Source: an optimization exercise on an open RTL-to-GDS flow (aim: small area, a short achievable clock period and few clock cycles). Production flows keep margins and buffers that such runs may drop.
Only simulation tests tie the RTL to the original design; equivalence was not proved.
Power figures rest on the tool's default switching activity, not on a simulated workload.

### design/flow/config.mk
export PLATFORM = sky130hd
export DESIGN_NAME = mycpu_top
export DESIGN_NICKNAME = mycpu_top
export VERILOG_FILES = /design/flow/design.v
export SDC_FILE = /design/flow/constraint.sdc
export NUM_CORES = 4
export LEC_CHECK = 0
export CAP_MARGIN = 10
export CORE_MARGIN = 2
export CORE_UTILIZATION = 40
export SLEW_MARGIN = 10
### design/flow/constraint.sdc
create_clock -name core_clock -period 11.0 [get_ports {clk}]
set_input_delay 2.2000 -clock core_clock [delete_from_list [all_inputs] [get_ports {clk}]]
set_output_delay 2.2000 -clock core_clock [all_outputs]
set_load 0.01 [all_outputs]
### design/flow/design.v
module alu(
    input  wire [31:0] a,
    input  wire [31:0] b,
    input  wire        sub,
    input  wire [ 4:0] sa,
    input  wire        sh_left,
    input  wire        sh_arith,
    input  wire [15:0] imm,
    input  wire [31:0] hi,
    input  wire [31:0] lo,
    input  wire [31:0] link,
    input  wire [11:0] sel,    
    output wire [31:0] sum,
    output wire [31:0] result
);
wire        cout;
ksadd #(32) add(.a(a), .b(b ^ {32{sub}}), .cin(sub), .s(sum), .cout(cout));
wire slt  = (a[31] ^ b[31]) ? a[31] : sum[31];
wire sltu = ~cout;
function [31:0] rev(input [31:0] x);
    integer i;
    for (i = 0; i < 32; i = i + 1) rev[i] = x[31 - i];
endfunction
wire [31:0] shin  = sh_left ? rev(b) : b;
wire        fill  = sh_arith & b[31];
wire [31:0] shr   = (shin >> sa) | ({32{fill}} & ~(32'hffffffff >> sa));
wire [31:0] sft   = sh_left ? rev(shr) : shr;
assign result = ({32{sel[0]}}  & sum)
              | ({32{sel[1]}}  & {31'd0, slt})
              | ({32{sel[2]}}  & {31'd0, sltu})
              | ({32{sel[3]}}  & (a & b))
              | ({32{sel[4]}}  & (a | b))
              | ({32{sel[5]}}  & (a ^ b))
              | ({32{sel[6]}}  & ~(a | b))
              | ({32{sel[7]}}  & sft)
              | ({32{sel[8]}}  & {imm, 16'd0})
              | ({32{sel[9]}}  & hi)
              | ({32{sel[10]}} & lo)
              | ({32{sel[11]}} & link);
endmodule
module ksadd #(parameter W = 32) (
    input  wire [W-1:0] a,
    input  wire [W-1:0] b,
    input  wire         cin,
    output wire [W-1:0] s,
    output wire         cout
);
localparam L = (W <= 2) ? 1 : (W <= 4) ? 2 : (W <= 8) ? 3 : (W <= 16) ? 4 : (W <= 32) ? 5 : 6;
wire [W*(L+1)-1:0] G, P;
wire [W-1:0] p0 = a ^ b;
wire [W-1:0] g0 = a & b;
assign G[W-1:0] = {g0[W-1:1], g0[0] | (p0[0] & cin)};
assign P[W-1:0] = p0;
genvar l, i;
generate
    for (l = 0; l < L; l = l + 1) begin : LV
        for (i = 0; i < W; i = i + 1) begin : B
            if (i >= (1 << l)) begin : C
                assign G[(l+1)*W + i] = G[l*W + i] | (P[l*W + i] & G[l*W + i - (1 << l)]);
                assign P[(l+1)*W + i] = P[l*W + i] & P[l*W + i - (1 << l)];
            end else begin : T
                assign G[(l+1)*W + i] = G[l*W + i];
                assign P[(l+1)*W + i] = P[l*W + i];
            end
        end
    end
endgenerate
assign s    = p0 ^ {G[L*W +: W-1], cin};
assign cout = G[L*W + W-1];
endmodule
module regfile_2r1w(
    input         clk,
    input         resetn,
    input  [31:0] fmask,
    input  [ 4:0] ra1,
    input  [31:0] byp1,
    output [31:0] rd1,
    input  [ 4:0] ra2,
    input  [31:0] byp2,
    output [31:0] rd2,
    input         kill2x,
    input  [31:0] byp2x,
    output [31:0] rd2x,
    input         we1,
    input  [ 4:0] wa1,
    input  [31:0] wd1
);
reg  [31:0]   vld;
wire [1023:0] q;
assign q[31:0] = 32'b0;
genvar g;
generate
    for (g = 1; g < 32; g = g + 1) begin : R
        reg [31:0] r;
        always @(posedge clk)
            if (we1 && wa1 == g) r <= wd1;
        assign q[32*g +: 32] = r;
    end
endgenerate
always @(posedge clk) begin
    if (!resetn) vld <= 32'b0;
    else if (we1) vld[wa1] <= (wa1 != 5'd0);
end
wire [7:0] lo1 = 8'b1 << ra1[2:0];
wire [3:0] hi1 = 4'b1 << ra1[4:3];
wire [7:0] lo2 = 8'b1 << ra2[2:0];
wire [3:0] hi2 = 4'b1 << ra2[4:3];
function [31:0] grp(input [7:0] lo, input [7:0] v, input [255:0] d);
    integer j;
    begin
        grp = 32'b0;
        for (j = 0; j < 8; j = j + 1) grp = grp | ({32{lo[j] & v[j]}} & d[32*j +: 32]);
    end
endfunction
wire [31:0] g1 [3:0];
wire [31:0] g2 [3:0];
generate
    for (g = 0; g < 4; g = g + 1) begin : G
        assign g1[g] = grp(lo1, vld[8*g +: 8] & ~fmask[8*g +: 8], q[256*g +: 256]);
        assign g2[g] = grp(lo2, vld[8*g +: 8] & ~fmask[8*g +: 8], q[256*g +: 256]);
    end
endgenerate
function [31:0] top(input [3:0] hi, input [31:0] byp,
                    input [31:0] a0, input [31:0] a1, input [31:0] a2, input [31:0] a3);
    top = ({32{hi[0]}} & a0) | ({32{hi[1]}} & a1) |
          ({32{hi[2]}} & a2) | ({32{hi[3]}} & a3) | byp;
endfunction
assign rd1  = top(hi1,                byp1,  g1[0], g1[1], g1[2], g1[3]);
assign rd2  = top(hi2,                byp2,  g2[0], g2[1], g2[2], g2[3]);
assign rd2x = top(hi2 & {4{~kill2x}}, byp2x, g2[0], g2[1], g2[2], g2[3]);
endmodule
module muldiv(
    input  wire        clk,
    input  wire        resetn,
    input  wire        start_mul,
    input  wire        start_div,
    input  wire        sgn,
    input  wire [31:0] a,
    input  wire [31:0] b,
    input  wire        wr_hi,
    input  wire        wr_lo,
    input  wire [31:0] wdata,
    output reg  [31:0] hi,
    output reg  [31:0] lo,
    output wire        busy,
    output wire        busy_next
);
localparam IDLE = 3'd0, MUL = 3'd1, MFIN = 3'd2, DALN = 3'd3, DIT = 3'd4, FIX = 3'd5, DSH = 3'd6;
reg  [ 2:0] st;
reg  [ 4:0] cnt;
reg  [31:0] m;
reg  [31:0] mc;          
reg         cbit;        
reg         last;        
reg         qneg;        
reg         rneg;        
reg         fixmul;      
reg         lozero;      
reg         d_zero;      
reg         d_less;      
reg  [1:0]  d_k;         
assign busy = (st != IDLE);
assign busy_next = (st == IDLE) ? (start_mul | start_div) :
                   (st == MUL)  ? 1'b1 :
                   (st == MFIN) ? qneg :
                   (st != FIX);
wire [31:0] a_abs = (sgn & a[31]) ? (~a + 32'd1) : a;
wire [31:0] b_abs = (sgn & b[31]) ? (~b + 32'd1) : b;
wire [35:0] pp0 = lo[0] ? {4'd0, m}        : 36'd0;
wire [35:0] pp1 = lo[1] ? {3'd0, m, 1'b0}  : 36'd0;
wire [35:0] pp2 = lo[2] ? {2'd0, m, 2'b0}  : 36'd0;
wire [35:0] pp3 = lo[3] ? {1'd0, m, 3'b0}  : 36'd0;
wire [35:0] x0  = {4'd0, hi};
wire [35:0] x1  = {4'd0, mc};
wire [35:0] s1  = x0 ^ x1 ^ pp0;
wire [35:0] c1  = {((x0 & x1) | (x0 & pp0) | (x1 & pp0)), 1'b0};
wire [35:0] s2  = pp1 ^ pp2 ^ pp3;
wire [35:0] c2  = {((pp1 & pp2) | (pp1 & pp3) | (pp2 & pp3)), 1'b0};
wire [35:0] s3  = s1 ^ c1 ^ s2;
wire [35:0] c3  = {((s1 & c1) | (s1 & s2) | (c1 & s2)), 1'b0};
wire [35:0] s4  = s3 ^ c3 ^ c2;
wire [35:0] c4  = {((s3 & c3) | (s3 & c2) | (c3 & c2)), 1'b0};
wire [ 4:0] low = {1'b0, s4[3:0]} + {1'b0, c4[3:0]} + {4'd0, cbit};
wire [31:0] mfin = hi + mc + {31'd0, cbit};
wire [32:0] rsh   = {hi, lo[31]};
wire [32:0] diff  = rsh - {1'b0, m};
wire [31:0] aa    = {hi[30:0], lo[31]};    
wire        m_zero = (m == 32'd0);
wire [1:0]  ba = aa[31:24] != 0 ? 2'd3 : aa[23:16] != 0 ? 2'd2 : aa[15:8] != 0 ? 2'd1 : 2'd0;
wire [1:0]  bb = m[31:24]  != 0 ? 2'd3 : m[23:16]  != 0 ? 2'd2 : m[15:8]  != 0 ? 2'd1 : 2'd0;
wire [1:0]  bd = ba - bb;                  
wire [1:0]  k  = 2'd3 - bd;                
wire [63:0] aln = {32'd0, aa} << {d_k, 3'b000};
wire        hcin = ~fixmul | lozero;
always @(posedge clk) begin
    if (!resetn) begin
        st <= IDLE;
        hi <= 32'd0;
        lo <= 32'd0;
    end else begin
        case (st)
        IDLE: begin
            if (start_mul) begin
                m      <= a_abs;
                hi     <= 32'd0;
                mc     <= 32'd0;
                cbit   <= 1'b0;
                lo     <= b_abs;
                qneg   <= sgn & (a[31] ^ b[31]);
                rneg   <= sgn & (a[31] ^ b[31]);
                fixmul <= 1'b1;
                cnt    <= 5'd7;
                last   <= 1'b0;
                st     <= MUL;
            end else if (start_div) begin
                m      <= b_abs;
                hi     <= {1'b0, a_abs[31:1]};
                lo     <= {a_abs[0], 31'd0};
                qneg   <= sgn & (a[31] ^ b[31]);
                rneg   <= sgn & a[31];
                fixmul <= 1'b0;
                st     <= DALN;
            end else begin
                if (wr_hi) hi <= wdata;
                if (wr_lo) lo <= wdata;
            end
        end
        MUL: begin
            hi   <= s4[35:4];
            mc   <= c4[35:4];
            lo   <= {low[3:0], lo[31:4]};
            cbit <= low[4];
            cnt  <= cnt - 5'd1;
            last <= (cnt == 5'd1);
            if (last) st <= MFIN;
        end
        MFIN: begin
            hi <= mfin;
            lozero <= (lo == 32'd0);
            st <= qneg ? FIX : IDLE;
        end
        DALN: begin
            d_zero <= m_zero;
            d_less <= diff[32];
            d_k    <= k;
            cnt    <= {bd, 3'b111};
            st     <= DSH;
        end
        DSH: begin
            if (d_zero) begin
                hi <= aa;
                lo <= 32'hffffffff;
                st <= FIX;
            end else if (d_less) begin
                hi <= aa;
                lo <= 32'd0;
                st <= FIX;
            end else begin
                hi  <= aln[63:32];
                lo  <= aln[31:0];
                st  <= DIT;
            end
        end
        DIT: begin
            hi  <= diff[32] ? rsh[31:0] : diff[31:0];
            lo  <= {lo[30:0], ~diff[32]};
            cnt <= cnt - 5'd1;
            if (cnt == 5'd0) st <= FIX;
        end
        FIX: begin
            if (rneg) hi <= ~hi + {31'd0, hcin};
            if (qneg) lo <= ~lo + 32'd1;
            st <= IDLE;
        end
        default: st <= IDLE;
        endcase
    end
end
endmodule
module mycpu_top(
    input  wire        clk,
    input  wire        resetn,
    output wire        inst_sram_en,
    output wire [ 3:0] inst_sram_wen,
    output wire [31:0] inst_sram_addr,
    output wire [31:0] inst_sram_wdata,
    input  wire [31:0] inst_sram_rdata,
    output wire        data_sram_en,
    output wire [ 3:0] data_sram_wen,
    output wire [31:0] data_sram_addr,
    output wire [31:0] data_sram_wdata,
    input  wire [31:0] data_sram_rdata,
    output wire [31:0] debug_wb_pc,
    output wire [ 3:0] debug_wb_rf_wen,
    output wire [ 4:0] debug_wb_rf_wnum,
    output wire [31:0] debug_wb_rf_wdata
);
reg  [13:0] fe_pc;       
reg         id_valid;
reg  [13:0] id_pc;
reg         ex_valid;
reg  [13:0] ex_pc;
reg  [31:0] ex_a, ex_b;    
reg  [31:0] ex_sd;         
reg  [15:0] ex_imm;
reg         ex_la2, ex_la1, ex_lb2, ex_lb1;    
reg         ex_wr;
reg  [ 4:0] ex_dest;
reg         ex_load, ex_store;
reg         ex_sub, ex_useimm;
reg  [11:0] ex_sel;
reg         ex_sh_left, ex_sh_arith, ex_sh_var;
reg         ex_br, ex_jr, ex_pred;
reg  [ 5:0] ex_brt;      
reg         ex_mul, ex_div, ex_msgn, ex_mthi, ex_mtlo, ex_hilo;
reg         ex_addsub;   
reg         mem_valid;
reg  [13:0] mem_pc;
reg  [31:0] mem_res;     
reg  [31:0] mem_sd;      
reg         mem_wr;
reg  [ 4:0] mem_dest;
reg         mem_load;
reg         mem_en;      
reg         mem_st;      
reg         wb_valid;
reg  [13:0] wb_pc;
reg  [31:0] wb_res;
reg         wb_wr;
reg  [ 4:0] wb_dest;
reg         wb_load;
reg         dbg_wen;
reg  [13:0] dbg_pc;
reg  [ 4:0] dbg_wnum;
reg  [31:0] dbg_wdata;
wire        md_busy, md_busy_next;
reg         stall_q;     
reg         fetch_en_q;  
wire [31:0] hi, lo;
wire stall = stall_q;
wire        redirect;
wire [13:0] redirect_pc;
assign inst_sram_en    = fetch_en_q;
assign inst_sram_wen   = 4'b0;
assign inst_sram_wdata = 32'b0;
assign inst_sram_addr  = {16'hbfc0, fe_pc, 2'b00};
wire [31:0] ir = inst_sram_rdata;
wire [ 5:0] op = ir[31:26];
wire [ 5:0] fn = ir[5:0];
wire [ 4:0] rs = ir[25:21];
wire [ 4:0] rt = ir[20:16];
wire [ 4:0] rd = ir[15:11];
wire op_sp    = (op == 6'b000000);
wire op_ri    = (op == 6'b000001);
wire i_j      = (op == 6'b000010);
wire i_jal    = (op == 6'b000011);
wire i_beq    = (op == 6'b000100);
wire i_bne    = (op == 6'b000101);
wire i_blez   = (op == 6'b000110);
wire i_bgtz   = (op == 6'b000111);
wire i_addi   = (op == 6'b001000) | (op == 6'b001001);
wire i_slti   = (op == 6'b001010);
wire i_sltiu  = (op == 6'b001011);
wire i_andi   = (op == 6'b001100);
wire i_ori    = (op == 6'b001101);
wire i_xori   = (op == 6'b001110);
wire i_lui    = (op == 6'b001111);
wire i_lw     = (op == 6'b100011);
wire i_sw     = (op == 6'b101011);
wire f_add    = op_sp & ((fn == 6'b100000) | (fn == 6'b100001));
wire f_sub    = op_sp & ((fn == 6'b100010) | (fn == 6'b100011));
wire f_and    = op_sp & (fn == 6'b100100);
wire f_or     = op_sp & (fn == 6'b100101);
wire f_xor    = op_sp & (fn == 6'b100110);
wire f_nor    = op_sp & (fn == 6'b100111);
wire f_slt    = op_sp & (fn == 6'b101010);
wire f_sltu   = op_sp & (fn == 6'b101011);
wire f_sll    = op_sp & (fn == 6'b000000);
wire f_srl    = op_sp & (fn == 6'b000010);
wire f_sra    = op_sp & (fn == 6'b000011);
wire f_sllv   = op_sp & (fn == 6'b000100);
wire f_srlv   = op_sp & (fn == 6'b000110);
wire f_srav   = op_sp & (fn == 6'b000111);
wire f_jr     = op_sp & (fn == 6'b001000);
wire f_jalr   = op_sp & (fn == 6'b001001);
wire f_mfhi   = op_sp & (fn == 6'b010000);
wire f_mthi   = op_sp & (fn == 6'b010001);
wire f_mflo   = op_sp & (fn == 6'b010010);
wire f_mtlo   = op_sp & (fn == 6'b010011);
wire f_mult   = op_sp & ((fn == 6'b011000) | (fn == 6'b011001));
wire f_div    = op_sp & ((fn == 6'b011010) | (fn == 6'b011011));
wire ri_link  = op_ri & rt[4];
wire cond_br  = i_beq | i_bne | i_blez | i_bgtz | op_ri;
wire f_shift  = f_sll | f_srl | f_sra | f_sllv | f_srlv | f_srav;
wire d_wr_rd  = f_add | f_sub | f_and | f_or | f_xor | f_nor | f_slt | f_sltu |
                f_shift | f_mfhi | f_mflo | f_jalr;
wire d_wr_rt  = i_addi | i_slti | i_sltiu | i_andi | i_ori | i_xori | i_lui | i_lw;
wire d_wr_31  = i_jal | ri_link;
wire [4:0] d_dest = d_wr_rd ? rd : d_wr_rt ? rt : d_wr_31 ? 5'd31 : 5'd0;
wire       d_wr   = d_wr_rd | d_wr_rt | d_wr_31;
wire uses_rs = ~(i_j | i_jal);
wire uses_rt = op_sp | i_beq | i_bne | i_sw;
wire [31:0] rf_rd1, rf_rd2, rf_rd2x;
wire [31:0] ex_result;
wire [31:0] wb_value = wb_load ? data_sram_rdata : wb_res;
wire ex_hit_a  = ex_valid & ex_wr & (ex_dest == rs) & (rs != 5'd0);
wire ex_hit_b  = ex_valid & ex_wr & (ex_dest == rt) & (rt != 5'd0);
wire mem_hit_a = mem_valid & mem_wr & (mem_dest == rs) & (rs != 5'd0);
wire mem_hit_b = mem_valid & mem_wr & (mem_dest == rt) & (rt != 5'd0);
wire wb_hit_a  = wb_valid & wb_wr & (wb_dest == rs) & (rs != 5'd0);
wire wb_hit_b  = wb_valid & wb_wr & (wb_dest == rt) & (rt != 5'd0);
wire [31:0] fmask   = (({31'd0, ex_valid  & ex_wr } << ex_dest)  |
                       ({31'd0, mem_valid & mem_wr} << mem_dest) |
                       ({31'd0, wb_valid  & wb_wr } << wb_dest)) & 32'hfffffffe;
wire        hit_a   = ex_hit_a | mem_hit_a | wb_hit_a;
wire        hit_b   = ex_hit_b | mem_hit_b | wb_hit_b;
wire [31:0] fwd_a   = ex_hit_a ? ex_result : mem_hit_a ? mem_res : wb_value;
wire [31:0] fwd_b   = ex_hit_b ? ex_result : mem_hit_b ? mem_res : wb_value;
wire [31:0] d_a     = rf_rd1;
wire [31:0] d_b     = rf_rd2;
wire        d_useimm = i_addi | i_slti | i_sltiu | i_andi | i_ori | i_xori | i_lw | i_sw;
wire        d_zext   = i_andi | i_ori | i_xori;
wire [31:0] d_immx   = {{16{ir[15] & ~d_zext}}, ir[15:0]};
wire [31:0] d_bop    = rf_rd2x;
wire d_la2 = ex_hit_a & ex_load & uses_rs;
wire d_lb2 = ex_hit_b & ex_load & uses_rt;
wire d_la1 = ~ex_hit_a & mem_hit_a & mem_load & uses_rs;
wire d_lb1 = ~ex_hit_b & mem_hit_b & mem_load & uses_rt;
wire        ex_zero;     
wire id_jr     = f_jr | f_jalr;
wire jr_fast   = id_jr & ((ex_hit_a & ~ex_load) | (~ex_hit_a & mem_hit_a & ~mem_load));
wire [13:0] jr_tgt = ex_hit_a ? ex_result[15:2] : mem_res[15:2];
wire br_fast   = (i_beq | i_bne) & (rt == 5'd0) & ex_hit_a & ex_addsub;
wire br_fast_t = i_beq ? ex_zero : ~ex_zero;
wire [13:0] br_tgt;
wire        br_tgt_co;
ksadd #(14) tgt_add(.a(fe_pc), .b(ir[13:0]), .cin(1'b0), .s(br_tgt), .cout(br_tgt_co));
wire        pred_br = cond_br & ir[15];
wire        id_pred = br_fast ? br_fast_t : pred_br;
wire        id_take = id_valid & (i_j | i_jal | id_pred);
wire [13:0] id_tgt  = (i_j | i_jal) ? ir[13:0] : br_tgt;
regfile_2r1w regfile(
    .clk    (clk),
    .resetn (resetn),
    .ra1      (rs),
    .fmask    (fmask),
    .byp1     (fwd_a & {32{hit_a}}),
    .rd1      (rf_rd1),
    .ra2      (rt),
    .byp2     (fwd_b & {32{hit_b}}),
    .rd2      (rf_rd2),
    .kill2x   (d_useimm),
    .byp2x    (d_useimm ? d_immx : (fwd_b & {32{hit_b}})),
    .rd2x     (rf_rd2x),
    .we1    (wb_valid & wb_wr),
    .wa1    (wb_dest),
    .wd1    (wb_value)
);
always @(posedge clk) begin
    if (!resetn) begin
        fe_pc    <= 14'd1;           
        id_valid <= 1'b0;
    end else if (!stall) begin
        fe_pc    <= redirect ? redirect_pc :
                    (id_valid & jr_fast) ? jr_tgt :
                    id_take ? id_tgt : fe_pc + 14'd1;
        id_valid <= ~redirect;
    end
end
always @(posedge clk) begin
    if (!stall) id_pc <= fe_pc;
end
always @(posedge clk) begin
    if (!resetn) begin
        ex_valid <= 1'b0;
    end else if (!stall) begin
        ex_valid <= id_valid;
    end
end
always @(posedge clk) begin
    if (!stall) begin
        ex_pc       <= id_pc;
        ex_a        <= d_a;
        ex_b        <= d_bop;
        ex_sd       <= d_b;
        ex_imm      <= cond_br ? {2'b00, br_tgt} : ir[15:0];    
        ex_la2      <= d_la2;
        ex_la1      <= d_la1;
        ex_lb2      <= d_lb2;
        ex_lb1      <= d_lb1;
        ex_wr       <= d_wr;
        ex_dest     <= d_dest;
        ex_load     <= i_lw;
        ex_store    <= i_sw;
        ex_sub      <= f_sub | f_slt | f_sltu | i_slti | i_sltiu;
        ex_useimm   <= d_useimm;
        ex_sel      <= {f_jalr | d_wr_31,                     
                        f_mflo, f_mfhi, i_lui, f_shift,
                        f_nor, f_xor | i_xori, f_or | i_ori, f_and | i_andi,
                        f_sltu | i_sltiu, f_slt | i_slti,
                        f_add | f_sub | i_addi | i_lw | i_sw};
        ex_sh_left  <= f_sll | f_sllv;
        ex_sh_arith <= f_sra | f_srav;
        ex_sh_var   <= f_sllv | f_srlv | f_srav;
        ex_br       <= cond_br;
        ex_jr       <= f_jr | f_jalr;
        ex_pred     <= id_jr ? jr_fast : id_pred;
        ex_addsub   <= (f_add | f_sub | i_addi) & ~(i_lw);
        ex_brt      <= {op_ri & rt[0], op_ri & ~rt[0], i_bgtz, i_blez, i_bne, i_beq};
        ex_mul      <= f_mult;
        ex_div      <= f_div;
        ex_msgn     <= ~fn[0];
        ex_mthi     <= f_mthi;
        ex_mtlo     <= f_mtlo;
        ex_hilo     <= f_mult | f_div | f_mthi | f_mtlo | f_mfhi | f_mflo;
    end else begin
        if (ex_la1) ex_a <= wb_value;
        if (ex_lb1) begin
            ex_sd <= wb_value;
            if (!ex_useimm) ex_b <= wb_value;
        end
        ex_la1 <= ex_la2;
        ex_lb1 <= ex_lb2;
        ex_la2 <= 1'b0;
        ex_lb2 <= 1'b0;
    end
end
wire [31:0] alu_b   = ex_b;
wire [13:0] ex_seq  = ex_pc + 14'd2;
wire [13:0] ex_tgt  = ex_imm[13:0];
wire [31:0] ex_link = {(ex_pc > 14'h3ffd) ? 16'hbfc1 : 16'hbfc0, ex_seq, 2'b00};
wire [31:0] ex_sum;
alu alu(
    .a        (ex_a),
    .b        (alu_b),
    .sub      (ex_sub),
    .sa       (ex_sh_var ? ex_a[4:0] : ex_imm[10:6]),
    .sh_left  (ex_sh_left),
    .sh_arith (ex_sh_arith),
    .imm      (ex_imm),
    .hi       (hi),
    .lo       (lo),
    .link     (ex_link),
    .sel      (ex_sel),
    .sum      (ex_sum),
    .result   (ex_result)
);
wire [31:0] zb = alu_b ^ {32{ex_sub}};
assign ex_zero = &(~(ex_a ^ zb ^ {ex_a[30:0] | zb[30:0], ex_sub}));
wire a_eq   = (ex_a == ex_b);
wire a_zero = (ex_a == 32'd0);
wire a_neg  = ex_a[31];
wire taken  = (ex_brt[0] & a_eq) | (ex_brt[1] & ~a_eq) |
              (ex_brt[2] & (a_neg | a_zero)) | (ex_brt[3] & ~(a_neg | a_zero)) |
              (ex_brt[4] & a_neg) | (ex_brt[5] & ~a_neg);
assign redirect    = ex_valid & ~stall &
                     ((ex_br & (taken ^ ex_pred)) | (ex_jr & ~ex_pred & (ex_a[15:2] != ex_seq)));
assign redirect_pc = ex_jr ? ex_a[15:2] : taken ? ex_tgt : ex_seq;
muldiv md(
    .clk       (clk),
    .resetn    (resetn),
    .start_mul (ex_valid & ~stall & ex_mul),
    .start_div (ex_valid & ~stall & ex_div),
    .sgn       (ex_msgn),
    .a         (ex_a),
    .b         (ex_b),
    .wr_hi     (ex_valid & ~stall & ex_mthi),
    .wr_lo     (ex_valid & ~stall & ex_mtlo),
    .wdata     (ex_a),
    .hi        (hi),
    .lo        (lo),
    .busy      (md_busy),
    .busy_next (md_busy_next)
);
wire n_ex_valid = stall ? ex_valid : id_valid;
wire n_late     = stall ? (ex_la2 | ex_lb2) : (d_la2 | d_la1 | d_lb2 | d_lb1);
wire n_hilo     = stall ? ex_hilo : (f_mult | f_div | f_mthi | f_mtlo | f_mfhi | f_mflo);
wire n_stall    = n_ex_valid & (n_late | (n_hilo & md_busy_next));
always @(posedge clk) begin
    if (!resetn) begin
        stall_q    <= 1'b0;
        fetch_en_q <= 1'b1;
    end else begin
        stall_q    <= n_stall;
        fetch_en_q <= ~n_stall;
    end
end
wire ex_go = ex_valid & ~stall;
always @(posedge clk) begin
    if (!resetn) begin
        mem_valid <= 1'b0;
        mem_en    <= 1'b0;
        mem_st    <= 1'b0;
    end else begin
        mem_valid <= ex_go;
        mem_en    <= ex_go & (ex_load | ex_store);
        mem_st    <= ex_go & ex_store;
    end
end
always @(posedge clk) begin
    mem_pc   <= ex_pc;
    mem_res  <= ex_result;
    mem_sd   <= ex_sd;
    mem_wr   <= ex_wr;
    mem_dest <= ex_dest;
    mem_load <= ex_load;
end
assign data_sram_en    = mem_en;
assign data_sram_wen   = {4{mem_st}};
assign data_sram_addr  = mem_res;
assign data_sram_wdata = mem_sd;
always @(posedge clk) begin
    if (!resetn) wb_valid <= 1'b0;
    else         wb_valid <= mem_valid;
end
always @(posedge clk) begin
    wb_pc   <= mem_pc;
    wb_res  <= mem_res;
    wb_wr   <= mem_wr;
    wb_dest <= mem_dest;
    wb_load <= mem_load;
end
always @(posedge clk) begin
    if (!resetn) dbg_wen <= 1'b0;
    else         dbg_wen <= wb_valid & wb_wr & (wb_dest != 5'd0);
end
always @(posedge clk) begin
    dbg_pc    <= wb_pc;
    dbg_wnum  <= wb_dest;
    dbg_wdata <= wb_value;
end
assign debug_wb_pc       = {16'hbfc0, dbg_pc, 2'b00};
assign debug_wb_rf_wen   = {4{dbg_wen}};
assign debug_wb_rf_wnum  = dbg_wnum;
assign debug_wb_rf_wdata = dbg_wdata;
endmodule
### design/flow/flow/run.sh
#!/bin/bash
# The standard layout (standard.sh), with two knobs changed:
#  - port buffers are buf_8 cells instead of the default delay-cell buffers
set -euo pipefail
bash standard.sh "BUFFER_PORTS_ARGS=-buffer_cell sky130_fd_sc_hd__buf_8" \
    SETUP_SLACK_MARGIN=6.8 finish > make_finish.log 2>&1
### design/flow/standard.sh
#!/bin/bash
# synth_recipe.tcl (not shown) runs the flow's synth.tcl, then flattens the netlist and writes it again
# the make line also repeats each setting of config.mk as NAME=value (left out here)
make -C /OpenROAD-flow-scripts/flow DESIGN_CONFIG=/design/flow/config.mk WORK_HOME=/design/flow/orfs CLKGATE_MAP_FILE= SYNTH_SCRIPT=/design/flow/synth_recipe.tcl "${@:-finish}"
==> impl_metrics.csv, run 1 <==
group,metric,value,unit
sta,worstMarginPinSlew,1.422,ns
sta,worst_slack,6.644,ns
clocking,holdBufCountCts,0,
sta,drv_slew,0,
drt,via_per_inst,6.843,
yosys,synth_edf_count,1251,
grt,grt-ovfl-total,0,
drt,routed_wl,419100,µm
clocking,cts_tree,"built",
clocking,htree_num_levels,4,
yosys,synthTopCellsByCount,"1251 x edfxtp_1, 699 x nand2_1, 562 x a21oi_1",
drt,drt_pass1_iterations,13,
hold_path,min_path_type,"reg2reg",
pwr,netSwitchingPower,0.006987,W
sta,setup_viol,0,
final_layout,drive_above_1_share,17.01,%
yosys,synth_area_leaders,"edfxtp_1 43%, dfxtp_1 7.2%, ha_1 3.2%",
setup_path,worst_ep_required_time,11.59,ns
die,die_area,223800,µm²
sta,fmax,0.2296,GHz
job,max_cap_violations,0,
clocking,clock_path_buffers,3,
drt,route.detailed.drc,0,
pwr,intPower,0.01253,W
final_layout,fill_cells,19630,
setup_path,cp_slowest_cell,"or3_4",
setup_path,cpMostUsedCell,"buf_12",
clocking,root_buffer,"clkbuf_16",
final_layout,final_nets,9002,
pwr,p_sw_share,35.80,%
placed_design,pre_cts_ws,4.631,ns
setup_path,arrival,4.94,ns
drt,antenna_left,0,
setup_path,crit_type,"in2reg",
die,dieHeight,473.1,µm
setup_path,path_cells,"buf_12 > or3_4 > nor4bb_4 > buf_4 > buf_12 > a22oi_2 > nand3_1 > a221oi_1 > nand2_1 > nand4_1 > o211ai_1 > nor3_1 > nor2_1",
final_layout,stdcell_area,106200,µm²
yosys,synth_top_cell_by_area,"edfxtp_1",
yosys,synth_most_common_cell,"edfxtp_1",
grt,use_met3,9.800,%
yosys,synth_ff_type,"edfxtp_1",
yosys,yosysSeqAreaShare,49.84,%
die,fp.dieW,473.1,µm
grt,grt_use_met2,54.41,%
yosys,syn_area_per_cell,10.52,µm²
drt,vias,79470,
grt,grt_max_degree,77,
die,start_util,40.14,%
sta,fin_crit_sh,39.60,%
yosys,syn_inst,8371,
sta,post-route-min-period,4.356,ns
grt,grt_pass1_vias,74490,
grt,antenna_found_initial,25,
grt,met1_usage,44.09,%
final_layout,area_growth,20.61,%
sta,whs,0.3173,ns
pwr,p_comb_share,31.6,%
die,core_region_area,219300,µm²
drt,drt-initial-drc-count,14460,
yosys,synth_warnings,4,
sta,max-slew-margin-rel,2.486,%
setup_path,cp_max_fo,6,
placed_design,port_buffers,204,
setup_path,crit_path_end_kind,"flip-flop",
placed_design,dp_cells,11040,
yosys,ys_types,103,
final_layout,fin_cells,11610,
placed_design,place_area,94990,µm²
drt,routedWlPerCell,36.09,µm
setup_path,crit_path_start_kind,"primary input",
clocking,clkLatencyLatePin,0.88,ns
setup_path,cp_slowest_stage_delay,0.46,ns
pwr,power_density,183.8,nW/µm²
grt,grt.busiest_layer,"met2",
placed_design,hpwl,278500,µm
clocking,numCtsBuffers,174,
clocking,clock_sinks,1566,
grt,grt_usage,35.87,%
yosys,synth_area,88030,µm²
grt,grt_pass1_wl,574400,µm
outcome,run_status,"no timing/DRC/antenna violations",
sta,rsz0062_at_grt,"true",
sta,clock_skew,0.09664,ns
yosys,synthArstFlopShare,0,%
sta,setup_tns,0,ns
pwr,p_leak,37.91,nW
yosys,synth_top_area_share,42.68,%
die,io_pins,277,
yosys,synth-seq-cells,1566,
pwr,pwr-share-seq,36.5,%
placed_design,gp_congestion,1.021,
sta,hold_viol,0,
die,rows,172,
clocking,path_clk_slew,0.05,ns
pwr,vdd_drop_max,0.2168,mV
pwr,clock_power_share,32.0,%
-- logic make-up (layout without fill, tap and decap cells) --
family,count (synthesis),in the layout,share of synthesized area [%]
compound gates,2566,2568,20.72
xor+xnor,316,316,3.144
fa+ha+maj,357,357,6.174
buf+inv,1094,1377,5.086
flops,1566,1566,49.84
mux,266,267,3.228
other cells,2,84,0.008531
simple gates,2204,2207,11.80
-- final timing paths --
| check | from | end | slack (ns) | cells after the start |
|---|---|---|---|---|
| max | inst_sram_rdata[17] | ex_b[6] | 6.64 | 13 |
| min reg2reg | mem_pc[9] | wb_pc[9] | 0.32 | 0 |
| min | mem_pc[9] | wb_pc[9] | 0.32 | 0 |
| max reg2reg | ex_a[0] | fe_pc[0] | 6.75 | 18 |
-- sequential cells by signal (all words and copies together) (netlist names), 16 cells and up --
register / cells
dbg_wdata: 32
ex_a: 32
ex_b: 32
ex_imm: 16
ex_sd: 32
md.hi: 32
md.lo: 32
md.m: 32
md.mc: 32
mem_res: 32
mem_sd: 32
regfile.R.r: 992
regfile.vld: 31
wb_res: 32
-- cell usage in the layout, fill, tap and decap left out, types with 36 or more instances in the layout --
cell	netlist	routed
a221o_1	38	36
xor2_1	97	86
o211ai_1	52	52
inv_1	368	348
a221oi_1	305	285
conb_1	2	72
fa_1	129	126
a222oi_1	225	225
a21oi_1	562	523
a22o_1	56	55
dfxtp_1	315	294
edfxtp_1	1251	1251
nand2_1	699	689
o21ai_0	373	324
nor3_1	172	145
mux2i_1	235	212
a21o_1	59	59
nand2b_1	48	45
a22oi_1	366	354
buf_6	3	41
o21a_1	36	36
buf_12	0	37
ha_1	228	216
nor4_1	84	36
and3_1	77	74
nand4_1	81	81
nor2_4	0	54
o21ai_1	5	38
a211oi_1	93	59
buf_8	0	216
nor4_4	0	36
nand3_1	342	331
buf_4	87	357
clkbuf_16	0	180
nor2_1	481	419
o22ai_1	55	53
and2_1	60	59
xnor2_1	219	214
-- power by group through the flow --
stage	Combinational [W]	Clock (W)	Sequential (W)
2_1_floorplan	0.00369	0	0.00689
3_3_place_gp	0.00544	0	0.00725
3_5_place_dp	0.00549	0	0.00725
4_1_cts	0.00575	0.00627	0.00711
5_1_grt	0.00653	0.00652	0.00711
6_report	0.00616	0.00624	0.00711
-- what timing repair did --
action,CTS,global route
setup endpoints to repair,173,135
resized for setup,321,299
cloned,14,5
pin swaps,42,83
setup buffers,104,106
-- layer usage --
layer  vias to the layer above  share of wire (%)
met1                     38900                 35
met2                      6445                 44
li1                      32580                  -
met3                      1528                 13
met4                        16                8.6
met5                         -              0.023
-- through the flow --
stage / utilization [%] / power (W)
5_1_grt: 48.40 / 0.02016
3_3_place_gp: 43.31 / 0.01270
2_1_floorplan: - / 0.01059
4_1_cts: 47.28 / 0.01913
3_5_place_dp: 43.31 / 0.01274
6_report: 48.41 / 0.01951
-- critical path: cells and delay by family --
family / cells / cell delay (ns)
AO/OA/AOI/OAI: 3 / 0.40
AND/OR/NAND/NOR: 7 / 1.86
buffers and inverters: 3 / 0.43
-- cell type report --
cell class / instances / area [µm²] / share of cell area [%]
Inverter: 376 / 1473 / 1.387
Multi-Input combinational cell: 5787 / 43310 / 40.79
Timing Repair Buffer: 673 / 7709 / 7.261
Sequential cell: 1566 / 43910 / 41.36
Clock inverter: 99 / 1378 / 1.298
Tap cell: 2871 / 3592 / 3.384
Timing Repair inverter: 1 / 5.005 / 0.004714
Clock buffer: 228 / 4770 / 4.492
Antenna cell: 12 / 30.03 / 0.02828
Testbench counts, summed over its fixed seeds: cycles 39,777.
==> inputs of run 2 (changes only) <==
--- a/design/flow/config.mk
+++ b/design/flow/config.mk
@@ -9,3 +9,4 @@
 export CORE_MARGIN = 2
 export CORE_UTILIZATION = 40
 export SLEW_MARGIN = 10
+export TNS_END_PERCENT = 20
==> run 2 against run 1 <==
  * Die area is the same
  * Largest power group unchanged
  * Total power is 2.1% lower
  * Clock power down 5.3%
  * Clock skew is 0.0072 ns lower
  * Via count increased by 1.6%
  * Non-clock buffer count up 43
  * Routed wire length up 3.5%
  * Combinational power decreased by 1%
==> impl_metrics.csv, run 2 <==
group,metric,value,unit
placed_design,gp_congestion,1.045,
die,rows,172,
hold_path,min_path_type,"reg2reg",
yosys,syn_inst,8371,
yosys,synth_ff_type,"edfxtp_1",
sta,hold_viol,0,
drt,drt_pass1_iterations,13,
sta,fmax,0.2224,GHz
hold_path,hold_start,"mem_pc[13]",
grt,grt_pass1_wl,588800,µm
setup_path,crit_type,"in2reg",
yosys,synth_area,88030,µm²
setup_path,path_cells,"buf_12 > or3_4 > nor4_4 > buf_4 > buf_6 > a22oi_1 > nand2_1 > a221oi_1 > a22oi_2 > a221oi_1 > a21boi_1 > a21boi_0",
die,start_util,40.14,%
setup_path,arrival,5.16,ns
die,io_pins,277,
pwr,vdd_drop_max,0.1915,mV
final_layout,utilization,47.99,%
clocking,path_clk_slew,0.06,ns
drt,routedWlPerCell,37.20,µm
placed_design,hpwl,286400,µm
yosys,synthAdderAreaFrac,6.174,%
sta,worst_slack,6.503,ns
placed_design,port_buffers,204,
yosys,yosysSeqAreaShare,49.84,%
drt,drt-initial-drc-count,15970,
final_layout,drive_above_1_share,16.65,%
setup_path,reg2reg_from,"wb_dest[3]",
sta,setup_viol,0,
yosys,synth_mux_area_share,3.228,%
placed_design,dp_cells,11070,
yosys,synth_most_common_cell,"edfxtp_1",
setup_path,cp_top_family,"compound AO/OA/AOI/OAI gates",
final_layout,fill_cells,19820,
setup_path,crit_path_start_kind,"primary input",
setup_path,rr_endpoint,"ex_b[31]",
grt,antenna_found_initial,30,
die,die_area,223800,µm²
grt,grt_usage,37.03,%
sta,setup_tns,0,ns
sta,worstMarginPinSlew,1.370,ns
sta,drv_slew,0,
clocking,htree_num_levels,4,
pwr,power_density,181.5,nW/µm²
final_layout,area_growth,19.55,%
sta,max-slew-margin-rel,8.678,%
yosys,synth_top_cell_by_area,"edfxtp_1",
grt,grt-ovfl-total,0,
yosys,synth-simple-area-share,11.80,%
clocking,cts_tree,"built",
yosys,synth_top_area_share,42.68,%
die,fp.dieW,473.1,µm
setup_path,crit_path_end_kind,"flip-flop",
setup_path,reg2reg_depth,11,
yosys,synth_xor_area_share,3.144,%
yosys,synth_top_family_by_area,"compound AO/OA/AOI/OAI gates",
job,max_cap_violations,0,
setup_path,reg2reg_slack,6.55,ns
hold_path,whs_path_depth,0,
setup_path,path_buf_inv,3,
setup_path,worst_ep_required_time,11.66,ns
setup_path,cp_slowest_cell,"a22oi_2",
final_layout,mostFrequentLayoutCell,"edfxtp_1",
yosys,synth_edf_count,1251,
final_layout,regMostFlops,"regfile.R.r",
setup_path,cp_max_fo,16,
yosys,synth_warnings,4,
yosys,syn_area_per_cell,10.52,µm²
hold_path,whs_endpoint,"wb_pc[13]",
clocking,clkLatencyLatePin,0.88,ns
yosys,synth-seq-cells,1566,
die,core_region_area,219300,µm²
final_layout,fin_cells,11660,
yosys,ys_types,103,
drt,route.detailed.drc,0,
drt,antenna_left,0,
final_layout,largest_register_ff_count,992,
clocking,numCtsBuffers,169,
setup_path,cp_slowest_stage_delay,0.50,ns
setup_path,cpMostUsedCell,"a221oi_1",
final_layout,final_nets,9038,
clocking,holdBufCountCts,0,
drt,routed_wl,433600,µm
pwr,p_leak,37.87,nW
grt,grt_max_degree,72,
yosys,synth_compound_area_share,20.72,%
yosys,synthTopCellsByCount,"1251 x edfxtp_1, 699 x nand2_1, 562 x a21oi_1",
sta,clock_skew,0.08943,ns
clocking,root_buffer,"clkbuf_16",
die,dieHeight,473.1,µm
sta,rsz0062_at_grt,"true",
final_layout,final_cell_mix,"1251 x edfxtp_1, 682 x nand2_1, 533 x a21oi_1",
drt,via_per_inst,6.926,
outcome,run_status,"no timing/DRC/antenna violations",
sta,fin_crit_sh,40.88,%
clocking,clock_sinks,1566,
placed_design,pre_cts_ws,4.857,ns
sta,post-route-min-period,4.497,ns
yosys,synth_area_leaders,"edfxtp_1 43%, dfxtp_1 7.2%, ha_1 3.2%",
yosys,synthArstFlopShare,0,%
drt,vias,80730,
clocking,clock_path_buffers,3,
grt,grt_pass1_vias,74660,
-- run 2: through the flow --
| step | total power (W) | hold WS [ns] | instance area, µm² |
|---|---|---|---|
| after detailed placement | 0.01276 | 0.3121 | 94790 |
| after global placement | 0.01271 | 0.3095 | 94790 |
| after global routing | 0.01970 | 0.3304 | 105200 |
| after floorplan | 0.01057 | 0.3096 | 88420 |
| after CTS | 0.01880 | 0.3253 | 102700 |
| final | 0.01910 | 0.3220 | 105200 |
-- run 2: how the worst max path moves through the flow --
stage / startpoint / to / slack [ns] / cells after the start
floorplan: inst_sram_rdata[24] / fe_pc[12] / 6.25 / 12
global placement: inst_sram_rdata[23] / ex_a[1] / 4.77 / 11
detailed placement: inst_sram_rdata[21] / ex_a[1] / 4.86 / 11
CTS: inst_sram_rdata[17] / ex_b[4] / 6.62 / 12
global route: md.lo[31] / md.hi[0] / 6.60 / 19
finish: inst_sram_rdata[17] / ex_sd[0] / 6.50 / 12
-- run 2: logic make-up after synthesis --
group	Yosys count
AO/OA/AOI/OAI	2566
AND/OR/NAND/NOR	2204
flip-flops	1566
buffers and inverters	1094
adder cells (fa/ha/maj)	357
XOR/XNOR	316
multiplexers	266
other	2
-- run 2: timing repair --
| action | CTS | global route |
|---|---|---|
| gates cloned | 8 | 15 |
| setup buffers | 101 | 113 |
| endpoints found under the setup margin | 170 | 178 |
| resized for setup | 246 | 268 |
| pin swaps | 29 | 103 |
| hold endpoints to repair | 0 | 0 |
-- run 2: final cells by class --
type / count / area, µm² / share of cell area, %
Clock buffer: 243 / 4902 / 4.658
Timing Repair inverter: 1 / 5.005 / 0.004756
Antenna cell: 21 / 52.55 / 0.04993
Tap cell: 2871 / 3592 / 3.413
Inverter: 376 / 1453 / 1.380
Timing Repair Buffer: 716 / 8122 / 7.717
Sequential cell: 1566 / 43900 / 41.71
Multi-Input combinational cell: 5785 / 42390 / 40.27
Clock inverter: 77 / 833.3 / 0.7918
-- run 2: per-layer routing --
| layer | vias up | GRT usage (%) | part of all wire [%] |
|---|---|---|---|
| met1 | 39210 | 45.53 | 35 |
| met2 | 7185 | 54.58 | 42 |
| met4 | 14 | 26.44 | 9.0 |
| li1 | 32670 | - | - |
| met5 | - | 0 | 0.019 |
| met3 | 1655 | 12.15 | 14 |
-- run 2: power breakdown --
group	leakage [nW]	internal [W]	total [W]	switching, W
clock	2.78	0.00327	0.00591	0.00264
sequential	14.5	0.00663	0.00711	0.000474
combinational	20.6	0.00223	0.00609	0.00385
total	37.9	0.0121	0.0191	0.00696
-- run 2: worst reg2reg max path, stage by stage, from the launching register on --
cell and delay, ns:
dfxtp_2 0.50, or3b_2 0.64, o21ai_0 0.55, nor4_2 0.10, buf_4 0.34, a222oi_1 0.37
nand4_1 0.41, o21ai_0 0.65, o22ai_1 0.19, a21o_1 0.21, a21oi_1 0.15, a21oi_1 0.06
==> inputs of run 3 (changes only) <==
--- a/design/flow/config.mk
+++ b/design/flow/config.mk
@@ -8,5 +8,6 @@
 export CAP_MARGIN = 10
 export CORE_MARGIN = 2
 export CORE_UTILIZATION = 40
+export CTS_CLUSTER_DIAMETER = 80
+export CTS_CLUSTER_SIZE = 22
 export SLEW_MARGIN = 10
-export TNS_END_PERCENT = 20
==> run 3 against run 2 <==
  * Global-route usage fell by 1.4 points
  * Core utilization fell by 0.67 points
  * Hold slack improved by 0.0067 ns
  * Cell area fell by 1.4%
  * Largest cell class unchanged
  * Synthesized cell count did not move
==> impl_metrics.csv, run 3 <==
group,metric,value,unit
setup_path,crit_path_end_kind,"flip-flop",
sta,setup_tns,0,ns
sta,setup_viol,0,
drt,drt_pass1_iterations,12,
final_layout,final_cell_mix,"1251 x edfxtp_1, 688 x nand2_1, 521 x a21oi_1",
final_layout,regMostFlops,"regfile.R.r",
yosys,ys_types,103,
grt,grt-ovfl-total,0,
yosys,synth_top_area_share,42.68,%
hold_path,min_path_type,"reg2reg",
pwr,pwr-share-seq,40.4,%
setup_path,arrival,4.88,ns
yosys,yosysSeqAreaShare,49.84,%
setup_path,cp_max_fo,32,
pwr,power_density,169.1,nW/µm²
drt,routed_wl,419000,µm
final_layout,final_nets,8949,
clocking,cts_tree,"built",
final_layout,fin_cells,11490,
grt,grt_max_degree,77,
sta,fmax,0.2258,GHz
die,fp.dieW,473.1,µm
yosys,synth_warnings,4,
sta,clock_skew,0.1470,ns
setup_path,cpMostUsedCell,"o211ai_1",
yosys,synth-seq-cells,1566,
placed_design,hpwl,278500,µm
grt,antenna_found_initial,21,
pwr,p_comb_share,35.1,%
sta,hold_viol,0,
setup_path,reg2reg_slack,6.68,ns
placed_design,port_buffers,204,
yosys,synth_most_common_cell,"edfxtp_1",
die,start_util,40.14,%
clocking,clock_sinks,1566,
die,core_region_area,219300,µm²
grt,grt_pass1_vias,73730,
setup_path,crit_type,"in2reg",
sta,fin_crit_sh,40.27,%
setup_path,rr_endpoint,"ex_a[2]",
yosys,synth_top_cell_by_area,"edfxtp_1",
die,dieHeight,473.1,µm
sta,worstMarginPinSlew,1.322,ns
yosys,syn_inst,8371,
yosys,synth_area,88030,µm²
job,max_cap_violations,0,
clocking,htree_num_levels,3,
placed_design,gp_congestion,1.021,
sta,rsz0062_at_grt,"true",
pwr,clock_power_share,24.5,%
yosys,synth_edf_count,1251,
sta,drv_slew,0,
sta,max-slew-margin-rel,11.34,%
pwr,p_leak,36.73,nW
setup_path,reg2reg_depth,11,
sta,whs,0.3287,ns
final_layout,mostFrequentLayoutCell,"edfxtp_1",
yosys,synthTopCellsByCount,"1251 x edfxtp_1, 699 x nand2_1, 562 x a21oi_1",
drt,antenna_left,0,
die,die_area,223800,µm²
yosys,synth_ff_type,"edfxtp_1",
yosys,syn_area_per_cell,10.52,µm²
drt,routedWlPerCell,36.45,µm
placed_design,dp_cells,11040,
final_layout,stdcell_area,103800,µm²
clocking,path_clk_slew,0.09,ns
die,io_pins,277,
drt,drt-initial-drc-count,14410,
setup_path,crit_path_start_kind,"primary input",
setup_path,cp_slowest_stage_delay,0.74,ns
drt,via_per_inst,6.878,
pwr,p_sw_share,38.09,%
outcome,run_status,"no timing/DRC/antenna violations",
grt,grt_pass1_wl,570900,µm
clocking,clock_path_buffers,3,
final_layout,drive_above_1_share,16.15,%
setup_path,cp_top_family,"compound AO/OA/AOI/OAI gates",
pwr,vdd_drop_max,0.1578,mV
drt,route.detailed.drc,0,
yosys,synthArstFlopShare,0,%
setup_path,crit_end,"ex_a[2]",
placed_design,place_area,94990,µm²
die,rows,172,
pwr,intPower,0.01087,W
setup_path,path_buf_inv,3,
yosys,synth_area_leaders,"edfxtp_1 43%, dfxtp_1 7.2%, ha_1 3.2%",
setup_path,worst_ep_required_time,11.45,ns
grt,grt_usage,35.67,%
sta,post-route-min-period,4.429,ns
drt,vias,79050,
setup_path,reg2reg_from,"wb_dest[2]",
setup_path,cp_slowest_cell,"o211ai_1",
setup_path,crit_cells,11,
final_layout,area_growth,17.87,%
clocking,root_buffer,"clkbuf_16",
setup_path,path_cells,"buf_8 > nand3b_1 > buf_4 > nor3_4 > buf_6 > a222oi_1 > nand4_1 > o211ai_1 > o211ai_1 > a21oi_1 > o22ai_1",
pwr,netSwitchingPower,0.006685,W
setup_path,crit_start,"inst_sram_rdata[22]",
clocking,clkLatencyLatePin,0.88,ns
clocking,numCtsBuffers,104,
final_layout,largest_register_ff_count,992,
[run 3: cell counts after synthesis]
Identical to the previous run, type by type.
[run 3: repair_timing]
item / 4_1_cts / 5_1_grt
hold endpoints to repair: 0 / 0
pin swaps: 37 / 109
setup buffers: 111 / 115
hold buffers: 0 / 0
cloned: 11 / 10
setup endpoints to repair: 171 / 141
resized for setup: 326 / 311
[run 3: cell families (layout without fill, tap and decap cells)]
| family | after synthesis | in the layout | synth area share [%] |
|---|---|---|---|
| compound gates | 2566 | 2567 | 20.72 |
| buf+inv | 1094 | 1264 | 5.086 |
| fa+ha+maj | 357 | 357 | 6.174 |
| xor+xnor | 316 | 316 | 3.144 |
| flops | 1566 | 1566 | 49.84 |
| simple gates | 2204 | 2206 | 11.80 |
| other cells | 2 | 81 | 0.008531 |
| mux | 266 | 266 | 3.228 |
[run 3: worst min-delay path by stage]
| stage | startpoint | to | slack (ns) | depth (start not counted) |
|---|---|---|---|---|
| 6_report | wb_pc[13] | dbg_pc[13] | 0.33 | 0 |
| 5_1_grt | wb_pc[8] | dbg_pc[8] | 0.34 | 0 |
| 4_1_cts | wb_pc[13] | dbg_pc[13] | 0.33 | 0 |
| 3_5_place_dp | mem_pc[10] | wb_pc[10] | 0.31 | 0 |
| 3_3_place_gp | wb_pc[1] | dbg_pc[1] | 0.31 | 0 |
| 2_1_floorplan | wb_pc[0] | dbg_pc[0] | 0.31 | 0 |
[run 3: layout make-up]
type                            instances  area (µm²)
Timing Repair Buffer                  693        8075
Multi-Input combinational cell       5784       43200
Fill cell                           19900      115500
Antenna cell                            9       22.52
Clock inverter                         46       691.9
Sequential cell                      1566       43910
Tap cell                             2871        3592
Inverter                              376        1468
Clock buffer                          148        2799
Timing Repair inverter                  1       5.005
[run 3: power groups by stage]
stage	sequential, W	clock [W]	combinational (W)
floorplan	0.00689	0	0.00369
finish	0.00710	0.00430	0.00615
CTS	0.00709	0.00431	0.00578
global placement	0.00725	0	0.00544
global route	0.00710	0.00451	0.00653
detailed placement	0.00725	0	0.00549
[run 3: worst register-to-register path: cells and delay by family (launching register included)]
family / cells / cell delay, ns
simple gates: 3 / 0.84
flops: 1 / 0.42
compound gates: 6 / 2.25
buf+inv: 2 / 0.48
[run 3: routing by layer]
metal / share of wire [%] / wire, µm / track usage, %
met1: 35 / 146900 / 44.13
met2: 44 / 183400 / 54.34
met3: 12 / 51440 / 8.974
met4: 8.8 / 37060 / 25.46
met5: 0.049 / 205 / 0
[run 3: through the flow]
| step | utilization [%] | total power [W] | worst slack, ns |
|---|---|---|---|
| global placement | 43.31 | 0.01270 | 4.504 |
| detailed placement | 43.31 | 0.01274 | 4.631 |
| finish | 47.32 | 0.01755 | 6.571 |
| floorplan | - | 0.01059 | 6.254 |
| global route | 47.31 | 0.01814 | 6.629 |
| CTS | 46.10 | 0.01719 | 6.713 |
==> inputs of run 4 (changes only) <==
--- a/design/flow/config.mk
+++ b/design/flow/config.mk
@@ -8,6 +8,6 @@
 export CAP_MARGIN = 10
 export CORE_MARGIN = 2
 export CORE_UTILIZATION = 40
-export CTS_CLUSTER_DIAMETER = 80
-export CTS_CLUSTER_SIZE = 22
+export CTS_CLUSTER_DIAMETER = 100
+export CTS_CLUSTER_SIZE = 18
 export SLEW_MARGIN = 10
==> run 4 against run 3 <==
  * Global-route usage about the same
  * Non-clock buffer count decreased by 19
  * Cell count about the same
  * Critical path depth increased by 3
  * Clock power decreased by 4%
  * Hold slack got worse by 0.00056 ns
  * Area after synthesis unchanged
  * Critical path type unchanged
==> impl_metrics.csv, run 4 <==
group,metric,value,unit
clocking,path_clk_slew,0.08,ns
drt,vias,79160,
sta,rsz0062_at_grt,"true",
clocking,clock_sinks,1566,
final_layout,area_growth,17.12,%
die,start_util,40.14,%
drt,via_per_inst,6.887,
pwr,p_leak,36.46,nW
yosys,synth_area_leaders,"edfxtp_1 43%, dfxtp_1 7.2%, ha_1 3.2%",
hold_path,whs_path_depth,0,
yosys,synth_warnings,4,
sta,max-slew-margin-rel,11.00,%
sta,whs,0.3282,ns
placed_design,port_buffers,204,
yosys,synthArstFlopShare,0,%
grt,grt_max_degree,77,
clocking,clkLatencyLatePin,0.86,ns
setup_path,reg2reg_depth,13,
setup_path,crit_path_end_kind,"flip-flop",
clocking,cts_tree,"built",
setup_path,crit_type,"in2reg",
drt,drt_pass1_iterations,10,
final_layout,regMostFlops,"regfile.R.r",
yosys,syn_area_per_cell,10.52,µm²
yosys,yosysSeqAreaShare,49.84,%
job,max_cap_violations,0,
yosys,syn_inst,8371,
die,rows,172,
die,fp.dieW,473.1,µm
drt,drt-initial-drc-count,14850,
yosys,synth_edf_count,1251,
placed_design,pre_cts_ws,4.631,ns
sta,hold_viol,0,
grt,grt_usage,35.65,%
hold_path,hold_start,"wb_pc[13]",
grt,antenna_found_initial,28,
sta,setup_tns,0,ns
sta,fmax,0.2236,GHz
outcome,run_status,"no timing/DRC/antenna violations",
sta,post-route-min-period,4.472,ns
clocking,htree_num_levels,3,
final_layout,final_cell_mix,"1251 x edfxtp_1, 690 x nand2_1, 524 x a21oi_1",
final_layout,final_nets,8935,
grt,grt_pass1_wl,571200,µm
die,io_pins,277,
setup_path,reg2reg_from,"ex_b[3]",
yosys,synthTopCellsByCount,"1251 x edfxtp_1, 699 x nand2_1, 562 x a21oi_1",
sta,setup_viol,0,
yosys,synth_top_cell_by_area,"edfxtp_1",
yosys,ys_types,103,
yosys,synth_ff_type,"edfxtp_1",
setup_path,rr_endpoint,"ex_a[5]",
final_layout,mostFrequentLayoutCell,"edfxtp_1",
final_layout,drive_above_1_share,15.53,%
sta,worst_slack,6.528,ns
placed_design,hpwl,278500,µm
drt,routedWlPerCell,36.44,µm
setup_path,arrival,5.06,ns
grt,grt-ovfl-total,0,
setup_path,reg2reg_slack,6.71,ns
clocking,numCtsBuffers,105,
yosys,synth_most_common_cell,"edfxtp_1",
yosys,synth-seq-cells,1566,
setup_path,crit_start,"inst_sram_rdata[17]",
sta,worstMarginPinSlew,1.334,ns
hold_path,whs_endpoint,"dbg_pc[13]",
hold_path,min_path_type,"reg2reg",
placed_design,gp_congestion,1.021,
grt,grt_pass1_vias,73750,
die,die_area,223800,µm²
die,dieHeight,473.1,µm
setup_path,worst_ep_required_time,11.59,ns
drt,routed_wl,418800,µm
yosys,synth_top_area_share,42.68,%
sta,drv_slew,0,
drt,route.detailed.drc,0,
final_layout,largest_register_ff_count,992,
pwr,power_density,168.4,nW/µm²
yosys,synth_area,88030,µm²
clocking,clock_path_buffers,3,
sta,clock_skew,0.1032,ns
pwr,vdd_drop_max,0.1394,mV
clocking,root_buffer,"clkbuf_16",
die,core_region_area,219300,µm²
setup_path,cp_max_fo,5,
setup_path,crit_path_start_kind,"primary input",
drt,antenna_left,0,
sta,fin_crit_sh,40.66,%
==> run 4: repair_timing <==
action,4_1_cts,5_1_grt
buffers inserted,103,103
gates cloned,12,13
hold buffers,0,0
endpoints found under the hold margin,0,0
gates resized for setup,320,258
endpoints found under the setup margin,174,139
pin swaps,43,91
==> run 4: cell type report <==
type	count	area, µm²
antenna	17	42.54
sequential	1566	43910
clock buffer	172	2889
timing repair inverter	1	5.005
inverter	376	1458
timing repair buffer	674	7674
clock inverter	28	395.4
fill	20000	116200
multi-input combinational	5788	43140
tap	2871	3592
==> run 4: worst max-delay path: stages <==
cell and delay (ns):
buf_12 0.11, or3_4 0.45, buf_6 0.15, nor4bb_4 0.29
buf_6 0.17, buf_12 0.15, a22oi_2 0.06, nand3_1 0.11
a221oi_1 0.05, nand2_1 0.20, nand4_1 0.45, o211ai_1 0.31
nor3_1 0.07, nor2_1 0.27
==> run 4: worst max-delay path by stage <==
stage / end / slack (ns)
CTS: ex_sd[26] / 6.74
global route: ex_a[5] / 6.57
global placement: fe_pc[4] / 4.50
detailed placement: fe_pc[1] / 4.63
finish: ex_b[6] / 6.53
floorplan: fe_pc[12] / 6.25
==> run 4: metal layers <==
metal | GRT usage [%] | vias to the layer above | wire, µm
met4 | 25.13 | 24 | 36300
li1 | - | 32400 | -
met1 | 44.45 | 38810 | 147600
met3 | 8.460 | 1484 | 50820
met2 | 54.45 | 6437 | 183900
met5 | 0 | - | 166
==> run 4: stage by stage <==
step           util, %  cell area, µm²  power, W  instances
3_5_place_dp     43.31           94990   0.01274      11040
4_1_cts          45.95          100800   0.01703      11360
2_1_floorplan        -           89260   0.01059       8441
6_report         47.01          103100   0.01736      11490
3_3_place_gp     43.31           94990   0.01270      11040
5_1_grt          47.00          103100   0.01797      11480
==> run 4: kinds of logic after synthesis <==
family	after synthesis	share of synthesized area [%]
xor gates and xnor gates	316	3.144
buffers and inverters	1094	5.086
adders and majority gates	357	6.174
DFF	1566	49.84
other	2	0.008531
AOI/OAI and AO/OA	2566	20.72
and+or+nand+nor	2204	11.80
muxes	266	3.228
==> run 4: where the power goes <==
| part | switching [W] | internal (W) |
|---|---|---|
| registers | 0.000479 | 0.00663 |
| clock network | 0.00227 | 0.00186 |
| logic | 0.00385 | 0.00227 |
| total | 0.00660 | 0.0108 |
==> inputs of run 5 (changes only) <==
==> design/flow/flow/run.sh (replaced) <==
#!/bin/bash
# The standard layout (standard.sh), with two knobs changed:
#  - port buffers are buf_4 cells instead of the default delay-cell buffers
set -euo pipefail
bash standard.sh "BUFFER_PORTS_ARGS=-buffer_cell sky130_fd_sc_hd__buf_4" \
    SETUP_SLACK_MARGIN=6.8 finish > make_finish.log 2>&1
==> run 5 against run 4 <==
  * Routed wire length is 0.19% higher
  * Sequential share of layout area is 0.30 points higher
  * Global-route usage is 0.18 points lower
  * Hold slack better by 0.00060 ns
  * Combinational power is 2% higher
  * Via count is 0.44% higher
  * Sequential cell count stayed put
  * Critical path depth is 3 lower
  * First-iteration DRC count is 1.6% higher
==> impl_metrics.csv, run 5 <==
group,metric,value,unit
clocking,clkLatencyLatePin,0.85,ns
yosys,synth_warnings,4,
sta,worstMarginPinSlew,1.356,ns
yosys,syn_area_per_cell,10.52,µm²
final_layout,final_nets,8985,
setup_path,crit_type,"in2reg",
sta,setup_viol,0,
sta,setup_tns,0,ns
sta,rsz0062_at_grt,"true",
drt,vias,79510,
job,max_cap_violations,0,
placed_design,hpwl,277500,µm
die,die_area,223800,µm²
drt,drt_pass1_iterations,13,
yosys,synth_area,88030,µm²
final_layout,largest_register_ff_count,992,
die,rows,172,
sta,post-route-min-period,4.473,ns
final_layout,mostFrequentLayoutCell,"edfxtp_1",
yosys,synth_top_area_share,42.68,%
setup_path,arrival,4.96,ns
drt,via_per_inst,6.893,
final_layout,final_cell_mix,"1251 x edfxtp_1, 688 x nand2_1, 590 x buf_4",
pwr,vdd_drop_max,0.1789,mV
clocking,root_buffer,"clkbuf_16",
sta,max-slew-margin-rel,9.575,%
yosys,synth-seq-cells,1566,
sta,fin_crit_sh,40.67,%
yosys,yosysSeqAreaShare,49.84,%
pwr,power_density,170.3,nW/µm²
placed_design,pre_cts_ws,4.586,ns
placed_design,gp_congestion,1.019,
setup_path,path_cells,"buf_8 > nor2_1 > nand2_2 > nor2_4 > buf_4 > a221oi_1 > nand3_1 > a21oi_2 > a211oi_1 > a211oi_1 > a21boi_0",
yosys,synth_most_common_cell,"edfxtp_1",
grt,grt_pass1_vias,73770,
sta,fmax,0.2236,GHz
grt,grt_usage,35.47,%
pwr,p_leak,36.42,nW
setup_path,worst_ep_required_time,11.48,ns
drt,route.detailed.drc,0,
setup_path,cp_slowest_cell,"a211oi_1",
die,start_util,40.14,%
yosys,synth_top_cell_by_area,"edfxtp_1",
sta,whs,0.3288,ns
grt,antenna_found_initial,25,
yosys,synth_area_leaders,"edfxtp_1 43%, dfxtp_1 7.2%, ha_1 3.2%",
sta,drv_slew,0,
outcome,run_status,"no timing/DRC/antenna violations",
drt,routed_wl,419600,µm
yosys,ys_types,103,
final_layout,area_growth,16.29,%
drt,antenna_left,0,
grt,grt_pass1_wl,569000,µm
die,dieHeight,473.1,µm
yosys,synthArstFlopShare,0,%
sta,worst_slack,6.527,ns
hold_path,min_path_type,"reg2reg",
grt,grt-ovfl-total,0,
clocking,path_clk_slew,0.08,ns
sta,clock_skew,0.1095,ns
die,fp.dieW,473.1,µm
drt,drt-initial-drc-count,15090,
clocking,htree_num_levels,3,
clocking,clock_path_buffers,3,
final_layout,drive_above_1_share,16.20,%
sta,hold_viol,0,
die,io_pins,277,
clocking,clock_sinks,1566,
yosys,syn_inst,8371,
die,core_region_area,219300,µm²
setup_path,crit_path_end_kind,"flip-flop",
setup_path,cp_slowest_stage_delay,0.60,ns
yosys,synthTopCellsByCount,"1251 x edfxtp_1, 699 x nand2_1, 562 x a21oi_1",
drt,routedWlPerCell,36.38,µm
pwr,power,0.01743,W
yosys,synth_edf_count,1251,
clocking,cts_tree,"built",
yosys,synth_ff_type,"edfxtp_1",
placed_design,port_buffers,204,
grt,grt_max_degree,91,
final_layout,regMostFlops,"regfile.R.r",
setup_path,crit_path_start_kind,"primary input",
setup_path,cp_max_fo,32,
setup_path,cpMostUsedCell,"a211oi_1",
clocking,numCtsBuffers,105,
run 5: changes by cell type in the layout (fill, tap and decap cells not counted), moves of 7 or more:
cell	change
ha_1	-8
a21oi_2	+8
buf_4	+230
mux2i_2	-7
buf_12	+18
ha_4	+9
a21oi_1	-7
buf_8	-194
run 5: routing by layer:
| metal | GRT usage [%] | routed length, µm | part of all wire [%] | vias up |
|---|---|---|---|---|
| li1 | - | - | - | 32480 |
| met1 | 43.62 | 145900 | 35 | 38860 |
| met2 | 54.63 | 184700 | 44 | 6507 |
| met3 | 9.226 | 52360 | 12 | 1644 |
| met4 | 24.24 | 36640 | 8.7 | 10 |
| met5 | 0 | 60 | 0.014 | - |
run 5: where the power goes:
| group | internal, W | switching (W) |
|---|---|---|
| registers | 0.00663 | 0.000450 |
| logic | 0.00230 | 0.00392 |
| clock network | 0.00188 | 0.00225 |
run 5: logic make-up (layout without fill, tap and decap cells):
group           count (synthesis)  in the layout  share of synthesized area [%]
buf+inv                      1094           1300                          5.086
flops                        1566           1566                          49.84
mux                           266            266                          3.228
compound gates               2566           2567                          20.72
other cells                     2             84                       0.008531
xor+xnor                      316            316                          3.144
simple gates                 2204           2208                          11.80
fa+ha+maj                     357            357                          6.174
run 5: layout make-up:
cell class / instances / area, µm²
antenna: 12 / 30.03
clock buffer: 172 / 2879
clock inverter: 25 / 417.9
fill: 20060 / 116900
inverter: 376 / 1466
multi-input combinational: 5786 / 43310
sequential: 1566 / 43910
tap: 2871 / 3592
timing repair buffer: 727 / 6768
run 5: worst paths after layout:
kind                        from   endpoint  slack [ns]  depth (start not counted)
max          inst_sram_rdata[22]   ex_a[31]        6.53                         11
min                     wb_pc[7]  dbg_pc[7]        0.33                          0
min reg2reg             wb_pc[7]  dbg_pc[7]        0.33                          0
max reg2reg          mem_dest[4]   ex_sd[7]        6.69                         12
run 5: repair_timing:
| item | 4_1_cts | 5_1_grt |
|---|---|---|
| gates resized for setup | 298 | 339 |
| setup endpoints to repair | 202 | 147 |
| cloned | 8 | 15 |
| hold buffers | 0 | 0 |
| endpoints found under the hold margin | 0 | 0 |
| pin swaps | 39 | 107 |
| buffers inserted | 117 | 151 |
run 5: through the flow:
step / area (µm²) / cells / utilization, %
6_report: 102400 / 11540 / 46.68
5_1_grt: 102400 / 11530 / 46.67
4_1_cts: 99290 / 11360 / 45.28
3_5_place_dp: 93430 / 11030 / 42.60
3_3_place_gp: 93430 / 11030 / 42.60
2_1_floorplan: 89260 / 8441 / -
run 5: critical path, delay by kind of cell:
family          cells  cell delay, ns
compound gates      5            1.70
buf+inv             2            0.42
simple gates        4            0.52

==> static timing again, ports no longer ideal <==
In the flow no input, the clock included, has a driving cell. The finished layouts below were timed again as built, in two steps. Step 1 sets driving cells, clkbuf_16 on the clock port and buf_2 on the other inputs (assumed; they add their load-dependent delay and slew). Step 2, shift: input delay + t, output delay - t, t = (earliest + latest rising clock arrival at the registers) / 2. This alone moves slack from input paths to output paths. Slacks: ideal / step 1 / step 2; pairs: ideal / step 1.
run	t, ns	setup slack, ns	latest minus earliest clock arrival (ns)	worst data-port slew with drivers (ns)	pins driven straight from the clock port
run 1	0.919	6.644 / 6.472 / 5.552	0.097 / 0.097	0.36	1
run 2	0.931	6.503 / 6.330 / 5.399	0.092 / 0.091	0.37	1
run 3	0.907	6.571 / 6.420 / 5.513	0.148 / 0.148	0.35	1
run 4	0.897	6.528 / 6.264 / 5.367	0.108 / 0.108	0.39	1
run 5	0.888	6.527 / 6.363 / 5.474	0.109 / 0.109	0.33	1
After both steps every run listed still meets setup and hold. The setup slack of run 4, which loses most, moves by -0.264 ns with the drivers and by -1.161 ns with both steps.
